From an optimization exercise on the open Yosys and OpenROAD flow, aimed at small area and a short achievable clock period; shortcuts taken in it are not production practice. Function was checked by simulation only, so behaviour that the tests miss may differ from the original. Power figures rest on the tool's default switching activity, not on a simulated workload.

pine:
==> flow/design.v <==
module hornet (
	input  clk, reset_n,
	output logic [17:0] s, r, t,
	input  logic [17:0] rsq, dsq,
	output logic  [8:0] mem_a,
	input  logic [17:0] mem_d
);
localparam int TMEM = 0, TS = 1, TAND = 2, TR = 3, TA = 4, TSHL = 5, TSHR = 6, ADD = 7, MS = 8, TXOR = 9, TNOT = 10, ST = 11, SD = 12, RRSQ = 13, RP = 14, RNX = 15, RT = 16, AT = 17, BT = 18, J = 19, NX = 20, TIF = 21, MIF = 22, PR = 23, AMR = 24, AMA = 25, AMB = 26;
localparam int NC = 27;
function automatic [NC-1:0] dec(input logic [4:0] o);
	dec = {NC{1'b0}};
	case (o)
		0  : begin dec[RRSQ] = 1'b1; dec[PR] = 1'b1; dec[AMR] = 1'b1; end
		1  : begin dec[RP] = 1'b1; dec[PR] = 1'b1; end
		2  : begin dec[J] = 1'b1; end
		3  : begin dec[J] = 1'b1; dec[RP] = 1'b1; end
		4  : begin dec[RNX] = 1'b1; end
		5  : begin dec[RNX] = 1'b1; dec[NX] = 1'b1; end
		6  : begin dec[TIF] = 1'b1; end
		7  : begin dec[MIF] = 1'b1; end
		8  : begin dec[TMEM] = 1'b1; dec[ST] = 1'b1; end
		9  : begin dec[TMEM] = 1'b1; dec[ST] = 1'b1; dec[AMA] = 1'b1; end
		10 : begin dec[TMEM] = 1'b1; dec[ST] = 1'b1; dec[AMB] = 1'b1; end
		11 : begin dec[TMEM] = 1'b1; dec[ST] = 1'b1; dec[AMA] = 1'b1; end
		12 : begin dec[TS] = 1'b1; dec[SD] = 1'b1; end
		13 : begin dec[TS] = 1'b1; dec[SD] = 1'b1; dec[AMA] = 1'b1; end
		14 : begin dec[TS] = 1'b1; dec[SD] = 1'b1; dec[AMB] = 1'b1; end
		15 : begin dec[TS] = 1'b1; dec[SD] = 1'b1; dec[AMA] = 1'b1; end
		16 : begin dec[TSHR] = 1'b1; dec[MS] = 1'b1; end
		17 : begin dec[TSHL] = 1'b1; end
		18 : begin dec[TSHR] = 1'b1; end
		19 : begin dec[TNOT] = 1'b1; end
		20 : begin dec[ADD] = 1'b1; dec[SD] = 1'b1; end
		21 : begin dec[TAND] = 1'b1; dec[SD] = 1'b1; end
		22 : begin dec[TXOR] = 1'b1; dec[SD] = 1'b1; end
		23 : begin dec[TS] = 1'b1; dec[SD] = 1'b1; end
		24 : begin dec[ST] = 1'b1; end
		25 : begin dec[TR] = 1'b1; dec[ST] = 1'b1; dec[RRSQ] = 1'b1; end
		26 : begin dec[TMEM] = 1'b1; dec[ST] = 1'b1; end
		27 : begin dec[TA] = 1'b1; dec[ST] = 1'b1; end
		28 : ;
		29 : begin dec[RT] = 1'b1; dec[SD] = 1'b1; end
		30 : begin dec[BT] = 1'b1; dec[SD] = 1'b1; end
		31 : begin dec[AT] = 1'b1; dec[SD] = 1'b1; end
	endcase
endfunction
localparam [NC-1:0] C_EX = (NC'(1) << RP) | (NC'(1) << PR);
logic [1:0]  slot;
logic [NC-1:0] c;
logic [4:0]  op_nxt;
logic [12:0] ir;
logic [9:0]  p, p_nxt, p_inca;
logic [17:0] a, t_nxt, s_nxt, r_nxt, a_nxt, r_dec;
logic [8:0]  b, b_nxt, am_nxt;
logic [7:0]  jumpa;
logic        rnz, tz;
always_comb
	case (slot)
		0 : op_nxt = ir[12:8] ^ 5'b10101;
		1 : op_nxt = ir[ 7:3] ^ 5'b01010;
		2 : op_nxt = {ir[2:0] ^ 3'b101, 2'b00};
		default op_nxt = mem_d[17:13] ^ 5'b01010;
	endcase
assign jumpa  = slot[1] ? {p[7:3], ir[2:0]} : ir[7:0];
assign p_inca = {p[9:7], p[6:0] + 7'd1};
genvar gl, gi;
logic [17:0] ro [0:5];
assign ro[0] = r;
generate
	for (gl = 0; gl < 5; gl++) begin : rlvl
		for (gi = 0; gi < 18; gi++) begin : bit_
			if (gi >= (1 << gl)) begin : comb
				assign ro[gl+1][gi] = ro[gl][gi] | ro[gl][gi - (1 << gl)];
			end else begin : pass
				assign ro[gl+1][gi] = ro[gl][gi];
			end
		end
	end
endgenerate
assign r_dec  = r ^ ~{ro[5][16:0], 1'b0};
assign rnz    = ro[5][17];
assign tz     = ~|t;
logic [17:0] pr, gk [0:5], pk [0:5];
logic [18:0] cy;
assign pr    = t ^ s;
assign gk[0] = t & s;
assign pk[0] = pr;
generate
	for (gl = 0; gl < 5; gl++) begin : lvl
		for (gi = 0; gi < 18; gi++) begin : bit_
			if (gi >= (1 << gl)) begin : comb
				assign gk[gl+1][gi] = gk[gl][gi] | (pk[gl][gi] & gk[gl][gi - (1 << gl)]);
				assign pk[gl+1][gi] = pk[gl][gi] & pk[gl][gi - (1 << gl)];
			end else begin : pass
				assign gk[gl+1][gi] = gk[gl][gi];
				assign pk[gl+1][gi] = pk[gl][gi];
			end
		end
	end
endgenerate
assign cy = {gk[5], 1'b0};
logic sel_ms1, sel_asr, sel_x;
assign sel_ms1 = c[MS] & a[0];
assign sel_asr = c[TSHR] & ~sel_ms1;
assign sel_x   = ~(c[TMEM] | c[TS] | c[TAND] | c[TR] | c[TA] | c[TSHL] | c[TSHR] | c[ADD]);
logic [17:0] rest, q;
assign rest = ({18{c[TMEM]}} & mem_d)
            | ({18{c[TS]  }} & s)
            | ({18{c[TAND]}} & (t & s))
            | ({18{c[TR]  }} & r)
            | ({18{c[TA]  }} & a)
            | ({18{c[TSHL]}} & {t[16:0], t[0]})
            | ({18{sel_asr}} & {t[17], t[17:1]})
            | ({18{sel_x  }} & (t ^ (({18{c[TXOR]}} & s) | {18{c[TNOT]}})));
assign q    = {pr[17], pr[17:1]};
always_comb
	for (int i = 0; i < 18; i++)
		t_nxt[i] = (cy[i]   ? (rest[i] | (c[ADD] & ~pr[i])) : (rest[i] | (c[ADD] & pr[i])))
		         | (cy[i+1] ? (sel_ms1 & ~q[i])             : (sel_ms1 & q[i]));
assign s_nxt = ({18{c[ST]}} & t) | ({18{c[SD]}} & dsq) | ({18{~(c[ST] | c[SD])}} & s);
logic r_rsq, r_dc, r_h;
assign r_dc  = c[RNX] & rnz;
assign r_rsq = c[RRSQ] | (c[RNX] & ~rnz);
assign r_h   = ~(c[RRSQ] | c[RP] | c[RNX] | c[RT]);
assign r_nxt = ({18{r_rsq}} & rsq) | ({18{c[RP]}} & {8'd0, p}) | ({18{r_dc}} & r_dec)
             | ({18{c[RT]}} & t) | ({18{r_h}} & r);
assign a_nxt = c[MS] ? {a[0] ? pr[0] : t[0], a[17:1]} : c[AT] ? t : a;
assign b_nxt = c[BT] ? t[8:0] : b;
logic jmp, p_h, p_i, am_p;
assign jmp    = c[J] | (c[NX] & rnz) | (c[TIF] & tz) | (c[MIF] & ~t[17]);
assign p_h    = c[NX] & ~rnz;
assign p_i    = ~(c[PR] | c[J] | c[NX]) & ~jmp;
assign p_nxt  = ({10{c[PR]}} & r[9:0]) | ({10{jmp}} & {2'b00, jumpa}) | ({10{p_h}} & p) | ({10{p_i}} & p_inca);
assign am_p   = ~(c[AMR] | c[AMA] | c[AMB]) & ~jmp;
assign am_nxt = ({9{c[AMR]}} & r[8:0]) | ({9{jmp}} & {1'b0, jumpa}) | ({9{c[AMA]}} & a[8:0])
              | ({9{c[AMB]}} & b) | ({9{am_p}} & p[8:0]);
always_ff @ (posedge clk or negedge reset_n)
	if (~reset_n) begin
		slot  <= 2'd1;
		c     <= C_EX;
		p     <= 0;
		t     <= 0;
		s     <= 0;
		r     <= 0;
		a     <= 0;
		b     <= 0;
		mem_a <= 0;
		ir[7:0] <= 8'b01011010;
	end else begin
		slot  <= slot + 2'd1;
		c     <= dec(op_nxt);
		p     <= p_nxt;
		t     <= t_nxt;
		s     <= s_nxt;
		r     <= r_nxt;
		a     <= a_nxt;
		b     <= b_nxt;
		mem_a <= am_nxt;
		if (slot == 3) ir[7:0] <= mem_d[7:0];
	end
always_ff @ (posedge clk)
	if (slot == 3) ir[12:8] <= mem_d[12:8];
endmodule  
clock: 5.0 ns
lec_check: 0
abc_area: 1
cap_margin: 20
core_margin: 2
core_utilization: 60
cts_buf_list: sky130_fd_sc_hd__clkbuf_8
setup_slack_margin: 3.0
slew_margin: 20
standard.sh (not shown) runs the stock make flow with config.mk's settings and CLKGATE_MAP_FILE= SYNTH_SCRIPT=/design/flow/synth_recipe.tcl, a recipe that flattens the netlist after the stock synthesis.
==> flow/flow/run.sh <==
#!/bin/bash
# Layout flow: the standard layout (standard.sh), with the standard
# synthesis unchanged, but with the smallest buffer on each port instead of
# the one buffer_ports picks by itself.
set -euo pipefail
bash standard.sh synth > synth.log 2>&1
bash standard.sh "BUFFER_PORTS_ARGS=-buffer_cell sky130_fd_sc_hd__buf_1" finish > layout.log 2>&1
The inputs of cedar differ from those of pine as listed below.
--- a/flow/design.v
+++ b/flow/design.v
@@ -135,28 +135,32 @@
 assign am_nxt = ({9{c[AMR]}} & r[8:0]) | ({9{jmp}} & {1'b0, jumpa}) | ({9{c[AMA]}} & a[8:0])
               | ({9{c[AMB]}} & b) | ({9{am_p}} & p[8:0]);
 always_ff @ (posedge clk or negedge reset_n)
 	if (~reset_n) begin
-		slot  <= 2'd1;
-		c     <= C_EX;
-		p     <= 0;
 		t     <= 0;
 		s     <= 0;
 		r     <= 0;
-		a     <= 0;
-		b     <= 0;
 		mem_a <= 0;
+	end else begin
+		t     <= t_nxt;
+		s     <= s_nxt;
+		r     <= r_nxt;
+		mem_a <= am_nxt;
+	end
+always_ff @ (posedge clk)
+	if (~reset_n) begin
+		slot    <= 2'd1;
+		c       <= C_EX;
+		p       <= 0;
+		a       <= 0;
+		b       <= 0;
 		ir[7:0] <= 8'b01011010;
 	end else begin
 		slot  <= slot + 2'd1;
 		c     <= dec(op_nxt);
 		p     <= p_nxt;
-		t     <= t_nxt;
-		s     <= s_nxt;
-		r     <= r_nxt;
 		a     <= a_nxt;
 		b     <= b_nxt;
-		mem_a <= am_nxt;
 		if (slot == 3) ir[7:0] <= mem_d[7:0];
 	end
 always_ff @ (posedge clk)
 	if (slot == 3) ir[12:8] <= mem_d[12:8];
==> comparison <==
cedar ends up with a critical path depth that is 1 higher than in pine. Cmp cedar vs pine: share of the clock period used by the worst path higher in cedar. Compared with pine, cedar is the more power-hungry design. cedar: growth of design area from synthesis to finish is 3.3 points higher than what pine reported. Compared with pine, cedar shows a lower met2 wirelength from detailed routing.

-- re-timing with driven ports --
How much do the figures lean on ideal ports? The routed layouts below were timed once more, with nothing changed but the port constraints. Step 1 sets driving cells, clkbuf_16 on the clock port and buf_2 on the other inputs (assumed; they add their load-dependent delay and slew). Step 2 adds t to the input delays and takes it off the output delays; t is the mean of the earliest and latest rising clock arrival at the registers after step 1. Input paths then give back, and output paths get back, about the clock's delay inside the block. Slacks: ideal ports / drivers / drivers and shift; pairs: ideal ports / drivers.
| run | t (ns) | setup WS [ns] | hold slack, ns | clock arrival spread, ns |
|---|---|---|---|---|
| pine | 0.509 | 2.894 / 2.855 / 2.874 | 0.495 / 0.495 / 0.495 | 0.013 / 0.014 |
| cedar | 0.496 | 2.878 / 2.839 / 2.666 | 0.439 / 0.439 / 0.439 | 0.015 / 0.015 |
After both steps every run listed still meets setup and hold. For cedar, which loses most, drivers alone change the setup slack by -0.039 ns; drivers and shift together by -0.212 ns.
